Background: an optimization exercise with open tools, aiming at a short achievable clock period and few clock cycles. Do not read the settings as production practice. No functional check of the RTL was part of any run shown here. No activity file was given, so power comes from the tool's default toggle rates.

File: flow/config.mk
export PLATFORM = sky130hd
export DESIGN_NAME = lc3_datapath
export DESIGN_NICKNAME = lc3_datapath
export VERILOG_FILES = /design/flow/design.v
export SDC_FILE = /design/flow/constraint.sdc
export NUM_CORES = 4
export LEC_CHECK = 0
export CAP_MARGIN = 20
export CORE_MARGIN = 2
export CORE_UTILIZATION = 40
export PLACE_DENSITY = 0.6
export SETUP_SLACK_MARGIN = 4.0
export SLEW_MARGIN = 20
File: flow/constraint.sdc
create_clock -name core_clock -period 7.5 [get_ports {clk}]
set_input_delay 1.5000 -clock core_clock [delete_from_list [all_inputs] [get_ports {clk}]]
set_output_delay 1.5000 -clock core_clock [all_outputs]
set_load 0.01 [all_outputs]
File: flow/design.v
module lc3_datapath
  (clk,
   rst,
   mem_en,
   mem_we,
   mem_addr,
   mem_wdata,
   mem_ready,
   mem_rdata
   );
  input         clk;
  input         rst;
  output        mem_en;
  output        mem_we;
  output [15:0] mem_addr;
  output [15:0] mem_wdata;
  input         mem_ready;
  input  [15:0] mem_rdata;
  localparam CL = 6;                  
  localparam CN = 1 << CL;
  localparam TW = 16 - CL;            
  localparam [2:0] K_FETCH = 3'd0,
                   K_LOAD  = 3'd1,
                   K_LDI   = 3'd2,
                   K_STI   = 3'd3,
                   K_STORE = 3'd4,
                   K_TRAP  = 3'd5,
                   K_ADDR  = 3'd6;    
  reg [15:0] r0, r1, r2, r3, r4, r5, r6, r7;
  reg        n, z, p;
  reg [15:0] pc;      
  reg [15:0] pc1;     
  reg [15:0] ir;
  reg [2:0]  kind;
  reg        en;      
  reg        we;
  reg [15:0] mar;
  reg [15:0] mdr;
  reg [15:0] sw;      
  reg        ex;
  reg [1:0]  aop;     
  reg [15:0] opa, opb;
  reg [15:0]   c_data  [0:CN-1];
  reg [TW-1:0] c_tag   [0:CN-1];
  reg [CN-1:0] c_valid;
  assign mem_en    = en;
  assign mem_we    = we;
  assign mem_addr  = mar;
  assign mem_wdata = mdr;
  function [15:0] rsel;
    input [2:0] s;
    input [15:0] a0, a1, a2, a3, a4, a5, a6, a7;
    case (s)
      3'd0: rsel = a0;
      3'd1: rsel = a1;
      3'd2: rsel = a2;
      3'd3: rsel = a3;
      3'd4: rsel = a4;
      3'd5: rsel = a5;
      3'd6: rsel = a6;
      default: rsel = a7;
    endcase
  endfunction
  function [15:0] ksadd;
    input [15:0] a, b;
    reg   [15:0] g, p, x;
    integer k, j;
    begin
      x = a ^ b;
      g = a & b;
      p = x;
      for (k = 0; k < 4; k = k + 1)
        for (j = 15; j >= (1 << k); j = j - 1)
          begin
            g[j] = g[j] | (p[j] & g[j - (1 << k)]);
            p[j] = p[j] & p[j - (1 << k)];
          end
      ksadd = x ^ {g[14:0], 1'b0};
    end
  endfunction
  wire [2:0] xdr = ir[11:9];          
  wire [3:0] sop = sw[15:12];
  reg        sdep;
  always @(*)
    case (sop)
      4'b0001, 4'b0101: sdep = (sw[8:6] == xdr) | (~sw[5] & (sw[2:0] == xdr));
      4'b1001:          sdep = (sw[8:6] == xdr);
      4'b0000, 4'b1111: sdep = 1'b1;
      default:          sdep = 1'b0;
    endcase
  wire       hold = ~en & ex & sdep;
  wire        step  = en ? mem_ready : ~hold;
  wire [15:0] d     = en ? mem_rdata : sw;
  wire [3:0]  op    = d[15:12];
  wire        taken = (d[11] & n) | (d[10] & z) | (d[9] & p);
  wire [15:0]   la    = (kind == K_FETCH) ? pc1 : pc;
  wire [CL-1:0] li    = la[CL-1:0];
  wire          lhit  = c_valid[li] & (c_tag[li] == la[15:CL]);
  wire [15:0]   lword = c_data[li];
  wire [15:0] ibase = rsel(ir[8:6], r0, r1, r2, r3, r4, r5, r6, r7);
  wire [15:0] isrc  = rsel(ir[11:9], r0, r1, r2, r3, r4, r5, r6, r7);
  wire [15:0] t9    = ksadd(pc, {{7{ir[8]}}, ir[8:0]});
  wire [15:0] t11   = ksadd(pc, {{5{ir[10]}}, ir[10:0]});
  wire [15:0] t6    = ksadd(ibase, {{10{ir[5]}}, ir[5:0]});
  wire [15:0] jsrt  = ir[11] ? t11 : ((ir[8:6] == 3'd7) ? pc : ibase);
  reg  [15:0] res;
  always @(*)
    case (aop)
      2'd0:    res = ksadd(opa, opb);
      2'd1:    res = opa & opb;
      default: res = ~opa;
    endcase
  wire        link  = step & (kind == K_FETCH) & (op == 4'b1111);
  wire        jlink = (kind == K_ADDR) & (ir[15:12] == 4'b0100);
  wire        ldw   = mem_ready & (kind == K_LOAD);
  wire [15:0] wval  = ex ? res : (ldw ? mem_rdata : (jlink ? pc : pc1));
  wire [2:0]  wsel  = (link | jlink) ? 3'd7 : ir[11:9];
  wire        wen   = ex | ldw | link | jlink;
  always @(posedge clk or negedge rst)
    begin
      if (rst == 1'b0)
        begin
          r0 <= 16'h0; r1 <= 16'h0; r2 <= 16'h0; r3 <= 16'h0;
          r4 <= 16'h0; r5 <= 16'h0; r6 <= 16'h0; r7 <= 16'h0;
        end
      else if (wen)
        case (wsel)
          3'd0: r0 <= wval;
          3'd1: r1 <= wval;
          3'd2: r2 <= wval;
          3'd3: r3 <= wval;
          3'd4: r4 <= wval;
          3'd5: r5 <= wval;
          3'd6: r6 <= wval;
          default: r7 <= wval;
        endcase
    end
  reg         zres;
  always @(*)
    case (aop)
      2'd0:    zres = ((opa ^ opb) == {opa[14:0] | opb[14:0], 1'b0});
      2'd1:    zres = ((opa & opb) == 16'h0);
      default: zres = (opa == 16'hffff);
    endcase
  wire        zv = ex ? zres : (mem_rdata == 16'h0);
  wire        nv = ex ? res[15] : mem_rdata[15];
  always @(posedge clk or negedge rst)
    begin
      if (rst == 1'b0)
        begin
          n <= 1'b0; z <= 1'b0; p <= 1'b0;
        end
      else if (ex | ldw)
        begin
          n <= nv;
          z <= zv;
          p <= ~nv & ~zv;
        end
    end
  wire fill = en & mem_ready & (kind == K_FETCH);
  always @(posedge clk)
    if (fill)
      begin
        c_data[pc[CL-1:0]] <= mem_rdata;
        c_tag[pc[CL-1:0]]  <= pc[15:CL];
      end
  integer i;
  always @(posedge clk or negedge rst)
    begin
      if (rst == 1'b0)
        c_valid <= {CN{1'b0}};
      else
        for (i = 0; i < CN; i = i + 1)
          if (fill & (pc[CL-1:0] == i))
            c_valid[i] <= 1'b1;
          else if ((kind == K_STORE) & (mar[CL-1:0] == i))
            c_valid[i] <= 1'b0;
    end
  always @(posedge clk or negedge rst)
    begin
      if (rst == 1'b0)
        begin
          pc   <= 16'h0200;
          pc1  <= 16'h0201;
          ir   <= 16'h0;
          mar  <= 16'h0200;
          mdr  <= 16'h0;
          en   <= 1'b1;
          we   <= 1'b0;
          sw   <= 16'h0;
          kind <= K_FETCH;
          ex   <= 1'b0;
          aop  <= 2'd0;
          opa  <= 16'h0;
          opb  <= 16'h0;
        end
      else
        begin
          ex  <= 1'b0;
          pc1 <= pc + 16'd1;
          case (kind)
            K_FETCH:
              if (step)
                begin
                  ir  <= d;
                  sw  <= lword;
                  pc  <= pc1;
                  pc1 <= pc1 + 16'd1;
                  opa <= (op == 4'b1110) ? pc1 : rsel(d[8:6], r0, r1, r2, r3, r4, r5, r6, r7);
                  opb <= (op == 4'b1110) ? {{7{d[8]}}, d[8:0]} :
                         (d[5] ? {{11{d[4]}}, d[4:0]} : rsel(d[2:0], r0, r1, r2, r3, r4, r5, r6, r7));
                  case (op)
                    4'b0101: aop <= 2'd1;
                    4'b1001: aop <= 2'd2;
                    default: aop <= 2'd0;
                  endcase
                  case (op)
                    4'b0000:  
                      if (taken)
                        begin
                          kind <= K_ADDR;
                          en   <= 1'b0;
                        end
                      else
                        begin
                          mar <= pc1;
                          en  <= ~lhit;
                        end
                    4'b0001, 4'b0101, 4'b1001, 4'b1110:  
                      begin
                        ex  <= 1'b1;
                        mar <= pc1;
                        en  <= ~lhit;
                      end
                    4'b1111:  
                      begin
                        kind <= K_TRAP;
                        mar  <= {8'h00, d[7:0]};
                        en   <= 1'b1;
                      end
                    4'b1000, 4'b1101:  
                      begin
                        mar <= pc1;
                        en  <= ~lhit;
                      end
                    default:  
                      begin
                        kind <= K_ADDR;
                        en   <= 1'b0;
                      end
                  endcase
                end
            K_ADDR:
              begin
                en  <= 1'b1;
                mdr <= isrc;
                case (ir[15:12])
                  4'b0010: begin kind <= K_LOAD;  mar <= t9; end
                  4'b0011: begin kind <= K_STORE; mar <= t9; we <= 1'b1; end
                  4'b0110: begin kind <= K_LOAD;  mar <= t6; end
                  4'b0111: begin kind <= K_STORE; mar <= t6; we <= 1'b1; end
                  4'b1010: begin kind <= K_LDI;   mar <= t9; end
                  4'b1011: begin kind <= K_STI;   mar <= t9; end
                  4'b0100: begin kind <= K_FETCH; mar <= jsrt; pc <= jsrt; end
                  4'b1100: begin kind <= K_FETCH; mar <= ibase; pc <= ibase; end
                  default: begin kind <= K_FETCH; mar <= t9; pc <= t9; end   
                endcase
              end
            K_LDI:
              if (mem_ready)
                begin
                  kind <= K_LOAD;
                  mar  <= mem_rdata;
                end
            K_STI:
              if (mem_ready)
                begin
                  kind <= K_STORE;
                  we   <= 1'b1;
                  mar  <= mem_rdata;
                end
            K_TRAP:
              if (mem_ready)
                begin
                  kind <= K_FETCH;
                  mar  <= mem_rdata;
                  pc   <= mem_rdata;
                end
            default:  
              if (mem_ready)
                begin
                  kind <= K_FETCH;
                  we   <= 1'b0;
                  mar  <= pc;
                  sw   <= lword;
                  en   <= ~lhit;
                end
          endcase
        end
    end
endmodule
File: flow/run.sh
#!/bin/bash
# synth_recipe.tcl (not shown) runs the flow's synth.tcl, then flattens the netlist and writes it again
# the make line also repeats each setting of config.mk as NAME=value (left out here)
make -C /OpenROAD-flow-scripts/flow DESIGN_CONFIG=/design/flow/config.mk WORK_HOME=/design/flow/orfs CLKGATE_MAP_FILE= SYNTH_SCRIPT=/design/flow/synth_recipe.tcl finish
==> results of run 1 <==
==> flip-flops by register name, indices dropped and copies added, names as in the netlist, 2 cells and up <==
| name | count |
|---|---|
| c_valid | 64 |
| pc1 | 16 |
| mdr | 16 |
| opb | 16 |
| mar | 16 |
| c_tag | 640 |
| r2 | 16 |
| kind | 3 |
| r5 | 16 |
| r0 | 16 |
| opa | 16 |
| r1 | 16 |
| c_data | 1024 |
| r3 | 16 |
| pc | 16 |
| r7 | 16 |
| sw | 16 |
| r6 | 16 |
| ir | 16 |
| r4 | 16 |
| aop | 2 |
==> area by class of cell <==
| class | instances | area (sq um) |
|---|---|---|
| timing repair buffer | 591 | 6990 |
| multi-input combinational | 4101 | 31700 |
| antenna | 18 | 45.0 |
| clock buffer | 283 | 5640 |
| sequential | 1995 | 58300 |
| inverter | 72 | 274 |
| clock inverter | 96 | 1090 |
| tap | 2958 | 3700 |
| fill | 18600 | 112000 |
==> worst reg2reg max path: stages (launching register included) <==
cell and delay [ns]:
dfrtp_4 0.49, buf_4 0.16, or4b_4 0.53, buf_12 0.17, nand2_8 0.11, buf_12 0.14
buf_4 0.12, buf_12 0.20, mux2_2 0.38, o311ai_0 0.43, a211oi_1 0.21, nor3_1 0.31
xnor2_1 0.15, o211ai_1 0.14, nor4_1 0.23, a31oi_1 0.12
==> stage by stage <==
stage	cells	setup slack, ns	power [uW]	hold WS, ns
floorplan	6592	3.71	29700	0.454
global placement	9323	1.91	38800	0.467
detailed placement	9328	2.13	39000	0.474
CTS	10000	3.47	54600	0.490
global route	10100	3.44	58600	0.519
finish	10100	3.58	56800	0.485
==> routing by layer <==
metal | GRT usage, % | vias to the layer above | wire [um]
li1 | - | 26200 | -
met1 | 39.7 | 32500 | 127000
met2 | 41.2 | 4319 | 141000
met3 | 7.80 | 781 | 41500
met4 | 11.1 | 20 | 15200
met5 | 0.454 | - | 313
==> what timing repair did <==
item                       in CTS  in global routing
resized for setup             490                212
setup buffers                 246                 57
pin swaps                     152                 93
setup endpoints to repair    1479               1110
gates cloned                   69                 15
==> worst max path at each step <==
stage	end	cells past startpoint
2_1_floorplan	c_data[34][0]$_DFFE_PP_	7
3_3_place_gp	sw[5]$_DFFE_PN0P_	12
3_5_place_dp	sw[13]$_DFFE_PN0P_	11
4_1_cts	c_tag[25][0]$_DFFE_PP_	5
5_1_grt	mar[15]$_DFFE_PN0P_	20
6_report	en$_DFFE_PN1P_	15
==> power breakdown <==
group / internal (uW) / leakage, uW / total (uW) / switching, uW
Clock: 5770 / 0.00328 / 10300 / 4510
Combinational: 12200 / 0.0150 / 31500 / 19300
Sequential: 13500 / 0.0187 / 15000 / 1560
==> cell usage in the layout, fill, tap and decap left out, drive strengths merged, types with 78 or more instances in the layout <==
cell type / instances
a311oi: 89
mux2i: 144
nor2: 383
nand3: 315
and3: 130
a211oi: 136
a21oi: 252
dfrtp: 326
clkbuf: 292
nand2: 1039
mux4: 295
inv: 78
edfxtp: 1664
o21ai: 408
buf: 534
a31oi: 93
==> kinds of logic after synthesis <==
kind of cell / after synthesis
compound gates: 1318
fa+ha+maj: 80
mux: 501
flops: 1995
buf+inv: 542
simple gates: 2054
xor+xnor: 102
==> summary.md, run 1 <==
| Metric | Value |
|---|---|
| Status | timing/DRC/antenna clean |
| Syn_nets | approximately 6,700 |
| IO Pins | 53 |
| Max clock buf depth | 3 |
| RR Startpoint | kind[0]$_DFFE_PN0P_ |
| Synth Area per Inst | 13.4 sq um |
| Design Area, Final | ~110,000 sq um |
| Routed len/inst | ~32 um |
| Fin. Hold Viols | 0 |
| Yosys top cell area share | 56.4% |
| Post-synthesis adder-cell area fraction | roughly 1.2% |
| Post-route clock period utilization | between 50% and 60% |
| Worst Path Buf+Inv | 5 |
| Rows | roughly 170 |
| Crit path max fanout | 26 |
| Least-Margin Pin Slew | between 1 and 1.5 ns |
| Total gr overflow | 0 |
| Normalized max-slew margin | 17.3% |
| Die Area | around 230,000 sq um |
| Cell variety after synth | 84 |
| Hold EP | mdr[13]$_DFFE_PN0P_ |
| Synth warn | 1 |
| Leakage | approximately 0.037 uW |
| Pwr per Cell Area | roughly 530 nW/um^2 |
| CP endpoint kind | register |
| Drt pass-1 iters | 10 |
| Synthesized cell area | around 90,000 sq um |
| DRC | 0 |
| Worst min path class | reg2reg |
| Clk slew on worst S/H paths | 0.07 ns |
| Cell taking the most area after synthesis | edfxtp_1 |
| Global-route wire length before repair | around 460 mm |
| Number of global-route vias before repair | 60,100 |
| Total GRT Usage | 28.2% |
| Placer congestion estimate | roughly 0.95 |
| Largest net degree at the start of global routing | 121 |
| Peak supply drop | around 330 uV |
| Top FF cell, synth | edfxtp_1 |
| Maxcap violations | 0 |
| Synth area leaders | edfxtp_1 56%, dfrtp_1 9.2%, mux4_2 7.5% |
| Clk_skew | roughly 0.087 ns |
| Htree depth | 4 |
| CTS buffer count | about 200 |
| Setup CP Type | reg2reg |
| Final core occ | 49.0% |
| Hold_buf cts | 0 |
| Largest family of logic cells by synthesized area | simple AND/OR/NAND/NOR gates |
| Crit path from | kind[0]$_DFFE_PN0P_ |
| Count leader, synth | edfxtp_1 |
| Most used cell, CP | buf_12 |
| Skew-Pair Late Insertion Delay | approximately 0.9 ns |
| Port Buffer Count | between 50 and 60 |
| Layout Area Growth over Synthesis | 21.5% |
| Simple-Gate Fraction of Synth Area | between 10% and 20% |
| Hold path cells | 2 |
| Commonest cells in the netlist | 1,664 x edfxtp_1, 1,033 x nand2_1, 404 x o21ai_0 |
| CTS sink count | 1,995 |
| RSZ-0062 raised after global routing | yes |
| Maximum clock rate | 0.255 GHz |
| Initial Util | 40.3% |
| Reg2Reg Setup Slack | 3.58 ns |
| Root Driver | clkbuf_16 |
| Post-DP HPWL | 181 mm |
| Reg2reg end | en$_DFFE_PN1P_ |
| Synth Register Bits | between 1,500 and 2,000 |
| Fraction of synthesized area in multiplexers | around a tenth |
| Die W | 475 um |
| Avg Vias per Cell | approximately 6.3 |
| Post-Route WL | 325 mm |
| CP Data Arrival Time | about 4.7 ns |
| Core Area | ~220,000 sq um |
| Critical-path cell list | buf_4 > or4b_4 > buf_12 > nand2_8 > buf_12 > buf_4 > buf_12 > mux2_2 > o311ai_0 > a211oi_1 > nor3_1 > xnor2_1 > o211ai_1 > nor4_1 > a31oi_1 |
| Post-synth ARST share | between 10% and 20% |
| Post-layout nets | 7,065 |
| Chip height | roughly 470 um |
| Post-route ant nets | 0 |
| Hold path start | mdr[13]$_DFFE_PN0P_ |
| Via count | roughly 64,000 |
| CP required | around 8.3 ns |
| CP peak stage delay | 0.53 ns |
| Layout cell share with drive strength beyond 1 | 24.2% |
| Initial antenna violation count | 26 |
| DR iter-0 viols | between 9,000 and 10,000 |
| Cells after Synth | about 6,600 |
| Critical-path top delay cell | or4b_4 |
| Setup TNS | 0 ns |
| EDFF count, synth | 1,664 |
| Post-Synth XOR/XNOR Area | between 1 and 1.5% |
| TritonCTS clock tree | built |
| DP Area | approximately 93,000 sq um |
| Compound-Gate Fraction of Synth Area | around a tenth |
| Min cycle time layout | between 3 and 4 ns |
| Post-synthesis sequential area ratio | between 60% and 70% |
| FF-to-FF path depth | 15 |
| Crit path max-delay family | simple AND/OR/NAND/NOR gates |
| Setup violations, final | 0 |
| Crit path launch type | register |
| Max Slew Vio Count | 0 |
==> inputs of run 2 (changes only) <==
--- a/flow/design.v
+++ b/flow/design.v
@@ -96,5 +96,5 @@
   wire [15:0]   la    = (kind == K_FETCH) ? pc1 : pc;
   wire [CL-1:0] li    = la[CL-1:0];
-  wire          lhit  = c_valid[li] & (c_tag[li] == la[15:CL]);
+  wire          lhit  = 1'b0;
   wire [15:0]   lword = c_data[li];
   wire [15:0] ibase = rsel(ir[8:6], r0, r1, r2, r3, r4, r5, r6, r7);
--- a/flow/config.mk
+++ b/flow/config.mk
@@ -10,4 +10,4 @@
 export CORE_UTILIZATION = 40
 export PLACE_DENSITY = 0.6
-export SETUP_SLACK_MARGIN = 4.0
+export SETUP_SLACK_MARGIN = 4.5
 export SLEW_MARGIN = 20
==> summary.md, run 2 <==
| Metric | Value |
|---|---|
| Routed len/inst | 31.1 um (was 32.1 um) |
| Chip height | 394 um (was 475 um) |
| Peak supply drop | 338 uV (was 334 uV) |
| Total GRT Usage | 29.7% (was 28.2%) |
| CP Data Arrival Time | 4.53 ns (was 4.71 ns) |
| Layout Area Growth over Synthesis | 30.2% (was 21.5%) |
| Post-Route WL | 249 mm (was 325 mm) |
| Most used cell, CP | buf_4 (was buf_12) |
| Die W | 394 um (was 475 um) |
| RR Startpoint | ir[7]$_DFFE_PN0N_ (was kind[0]$_DFFE_PN0P_) |
| Fin. Hold Viols | 0 (unchanged) |
| Avg Vias per Cell | 6.44 (was 6.31) |
| Min cycle time layout | 3.88 ns (was 3.92 ns) |
| Clk slew on worst S/H paths | 0.07 ns (about the same) |
| Synthesized cell area | 61,000 sq um (was 88,600 sq um) |
| Global-route wire length before repair | 340 mm (was 455 mm) |
| Post-synthesis sequential area ratio | 61.4% (was 65.7%) |
| Synth warn | 1 (unchanged) |
| Normalized max-slew margin | 34.3% (was 17.3%) |
| Synth Area per Inst | 11.1 sq um (was 13.4 sq um) |
| Count leader, synth | nand2_1 (was edfxtp_1) |
| DR iter-0 viols | 7,591 (was 9,687) |
| Multi-input gate area | 26,100 sq um (was 31,700 sq um) |
| Commonest non-fill, non-tap cell in the layout | nand2_1 (was edfxtp_1) |
| Post-layout nets | 5,970 (was 7,065) |
| Port Buffer Count | 52 (unchanged) |
| Hold path cells | 2 (unchanged) |
| Routed length on met3 | 28.9 mm (was 41.5 mm) |
| Setup TNS | 0 ns (unchanged) |
| Max Slew Vio Count | 0 (unchanged) |
| Maxcap violations | 0 (unchanged) |
| Layout cell share with drive strength beyond 1 | 26.2% (was 24.2%) |
| EDFF count, synth | 1,024 (was 1,664) |
| DRC | 0 (unchanged) |
| DP Area | 64,300 sq um (was 93,200 sq um) |
| Post-Route M1 WL | 91.1 mm (was 127 mm) |
| Syn_nets | 5,603 (was 6,690) |
| Cells after Synth | 5,510 (was 6,592) |
| Commonest cells in the netlist | 1,136 x nand2_1, 1,024 x edfxtp_1, 354 x nor2_1 (was 1,664 x edfxtp_1, 1,033 x nand2_1, 404 x o21ai_0) |
| Max clock buf depth | 3 (unchanged) |
| TritonCTS clock tree | built (unchanged) |
| CTS buffer count | 139 (was 206) |
| Pwr per Cell Area | 483 nW/um^2 (was 527 nW/um^2) |
| Hold EP | mdr[5]$_DFFE_PN0P_ (was mdr[13]$_DFFE_PN0P_) |
| Setup violations, final | 0 (unchanged) |
| Hold path start | mdr[5]$_DFFE_PN0P_ (was mdr[13]$_DFFE_PN0P_) |
| Placer congestion estimate | 0.979 (was 0.951) |
| Yosys top cell area share | 50.4% (was 56.4%) |
| Cell variety after synth | 79 (was 84) |
| Worst Path Buf+Inv | 2 (was 5) |
| Register Area | 37,500 sq um (was 58,300 sq um) |
| Fillers | 12,700 (was 18,600) |
| Initial antenna violation count | 13 (was 26) |
| Most frequent cells in the layout | 1,119 x nand2_1, 1,024 x edfxtp_1, 277 x buf_4 (was 1,664 x edfxtp_1, 972 x nand2_1, 385 x o21ai_0) |
| Drt pass-1 iters | 7 (was 10) |
| Largest net degree at the start of global routing | 134 (was 121) |
| Synth Register Bits | 1,291 (was 1,995) |
| Htree depth | 4 (unchanged) |
| CP required | 8.15 ns (was 8.29 ns) |
| Setup CP Type | reg2reg (unchanged) |
| Metal2 WL | 110 mm (was 141 mm) |
| FF-to-FF path depth | 15 (unchanged) |
| Initial Util | 40.2% (was 40.3%) |
| Post-synth ARST share | 20.7% (was 16.6%) |
| Post-route clock period utilization | 51.7% (was 52.3%) |
| Die Area | 156,000 sq um (was 225,000 sq um) |
| Via count | 51,700 (was 63,800) |
| Maximum clock rate | 0.258 GHz (was 0.255 GHz) |
| Post-route ant nets | 0 (unchanged) |
| CTS sink count | 1,291 (was 1,995) |
| Total gr overflow | 0 (unchanged) |
| Reg2reg end | mar[14]$_DFFE_PN0P_ (was en$_DFFE_PN1P_) |
| Root Driver | clkbuf_16 (unchanged) |
| Clk_skew | 0.0571 ns (was 0.0868 ns) |
| Crit path max fanout | 6 (was 26) |
| Critical-path top delay cell | dfrtp_4 (was or4b_4) |
| Least-Margin Pin Slew | 0.985 ns (was 1.24 ns) |
| Top FF cell, synth | edfxtp_1 (unchanged) |
| Reg2Reg Setup Slack | 3.62 ns (was 3.58 ns) |
| Crit path launch type | register (unchanged) |
| CP endpoint kind | register (unchanged) |
| Rows | 143 (was 172) |
| Top Layer Used | met5 (unchanged) |
| IO Pins | 53 (unchanged) |
| Design Area, Final | 79,400 sq um (was 108,000 sq um) |
| Skew-Pair Late Insertion Delay | 0.82 ns (was 0.90 ns) |
| Number of flip-flops in the largest register | 1,024 (unchanged) |
| Core Area | 152,000 sq um (was 220,000 sq um) |
| Number of global-route vias before repair | 47,300 (was 60,100) |
| Worst min path class | reg2reg (unchanged) |
| Leakage | 0.0287 uW (was 0.0370 uW) |
| Synth area leaders | edfxtp_1 50%, dfrtp_1 11%, nand2_1 7.0% (was edfxtp_1 56%, dfrtp_1 9.2%, mux4_2 7.5%) |
| Post-DP HPWL | 126 mm (was 181 mm) |
| Cell taking the most area after synthesis | edfxtp_1 (unchanged) |
| Status | timing/DRC/antenna clean (unchanged) |
| Crit path max-delay family | compound AO/OA/AOI/OAI gates (was simple AND/OR/NAND/NOR gates) |
| Critical-path cell list | buf_4 > mux2_2 > a221o_1 > a222oi_1 > buf_4 > nor2_1 > ha_1 > nand3b_1 > a211oi_4 > o31ai_4 > o211ai_1 > xor2_1 > o21ai_1 > a221oi_2 > a211o_1 (was buf_4 > or4b_4 > buf_12 > nand2_8 > buf_12 > buf_4 > buf_12 > mux2_2 > o311ai_0 > a211oi_1 > nor3_1 > xnor2_1 > o211ai_1 > nor4_1 > a31oi_1) |
| RSZ-0062 raised after global routing | yes (unchanged) |
| CP peak stage delay | 0.55 ns (was 0.53 ns) |
run 2: cell types whose count changed after synthesis, sizes merged, moves of 64 or more:
| cell | before | now |
|---|---|---|
| and3 | 130 | 202 |
| o21ai | 407 | 216 |
| edfxtp | 1664 | 1024 |
| nand2 | 1033 | 1136 |
| a311oi | 89 | 180 |
| buf | 184 | 98 |
| a211oi | 136 | 225 |
| dfrtp | 326 | 262 |
| mux2i | 144 | 77 |
| nand3 | 314 | 222 |
| mux4 | 295 | 19 |
run 2: layout make-up:
class / count / share of cell area (%)
Antenna cell: 8 / 0.0252
Timing Repair Buffer: 641 / 10.7
Tap cell: 2030 / 3.20
Sequential cell: 1291 / 47.2
Clock inverter: 56 / 0.897
Inverter: 60 / 0.293
Multi-Input combinational cell: 3744 / 32.9
Clock buffer: 187 / 4.75
run 2: metal layers:
layer  up-vias  GRT usage [%]
met1     25500           38.7
li1      21400              -
met5         -              0
met4        12           17.6
met3       994           7.05
met2      3703           45.1
run 2: repair_timing:
action	in CTS	in global routing
setup endpoints to repair	1272	698
hold buffers	0	0
resized for setup	649	461
buffers inserted	237	147
pin swaps	199	198
cloned	64	30
run 2: metrics by stage:
step	total power [uW]	utilization, %	setup WS (ns)	std cells	hold WS, ns
floorplan	19000	-	4.02	5510	0.443
global placement	24300	42.4	2.22	7288	0.451
detailed placement	24400	42.4	2.39	7288	0.460
CTS	35500	49.6	3.73	7832	0.468
global route	39600	52.3	3.50	8010	0.482
finish	38300	52.3	3.62	8017	0.465
run 2: worst reg2reg max path, stage by stage (launching register included):
cell and delay (ns):
dfrtp_4 0.55, buf_4 0.17, mux2_2 0.29, a221o_1 0.30, a222oi_1 0.27, buf_4 0.20, nor2_1 0.07, ha_1 0.32
nand3b_1 0.19, a211oi_4 0.36, o31ai_4 0.12, o211ai_1 0.21, xor2_1 0.11, o21ai_1 0.17, a221oi_2 0.09, a211o_1 0.29
run 2: where the power goes:
group | switching (uW) | internal, uW | total, uW
combinational | 13200 | 8370 | 21600
clock | 3050 | 3800 | 6850
sequential | 1440 | 8480 | 9920
run 2: cells by family after synthesis:
group           Yosys count  synth area share, %
mux                     148                 2.93
compound gates         1357                 15.1
buf+inv                 488                 3.12
fa+ha+maj                75                 1.57
simple gates           2061                 14.6
xor+xnor                 90                 1.32
flops                  1291                 61.4
run 2: worst max path at each step:
stage                                 start                  end  cells after the start
final                     ir[7]$_DFFE_PN0N_  mar[14]$_DFFE_PN0P_                     15
after CTS                 ir[7]$_DFFE_PN0N_  mar[14]$_DFFE_PN0P_                     17
after global placement            mem_ready   r5[15]$_DFFE_PN0P_                      8
after detailed placement          mem_ready   r0[15]$_DFFE_PN0P_                      8
after floorplan           ir[7]$_DFFE_PN0N_  mar[13]$_DFFE_PN0P_                     15
after global routing      ir[7]$_DFFE_PN0N_  mar[14]$_DFFE_PN0P_                     15

[afterwards: timing with drivers on the ports]
How much do the figures lean on ideal ports? The routed layouts below were timed once more, with nothing changed but the port constraints.
Step 1 (the two cells are an assumption about what drives the block):
set clk [get_ports {clk}]
set_driving_cell -lib_cell sky130_fd_sc_hd__clkbuf_16 $clk
set_driving_cell -lib_cell sky130_fd_sc_hd__buf_2 [delete_from_list [all_inputs] $clk]
Step 2 times the ports against the registers' clock, not the clock port: input delays grow and output delays shrink by t, the midpoint of the rising clock arrivals with the driver on.
Three values: ideal ports, drivers, drivers and shift; two values: the first two.
run	t (ns)	setup slack, ns	worst setup path at the end	slew at the worst register clock pin (ns)	pins driven straight from the clock port
run 1	0.947	3.580 / 3.580 / 2.877	input to register	0.07 / 0.07	1
run 2	0.867	3.622 / 3.622 / 3.212	input to register	0.07 / 0.07	1
After both steps every run listed still meets setup and hold. The setup slack of run 1, which loses most, moves by 0.000 ns with the drivers and by -0.703 ns with both steps.
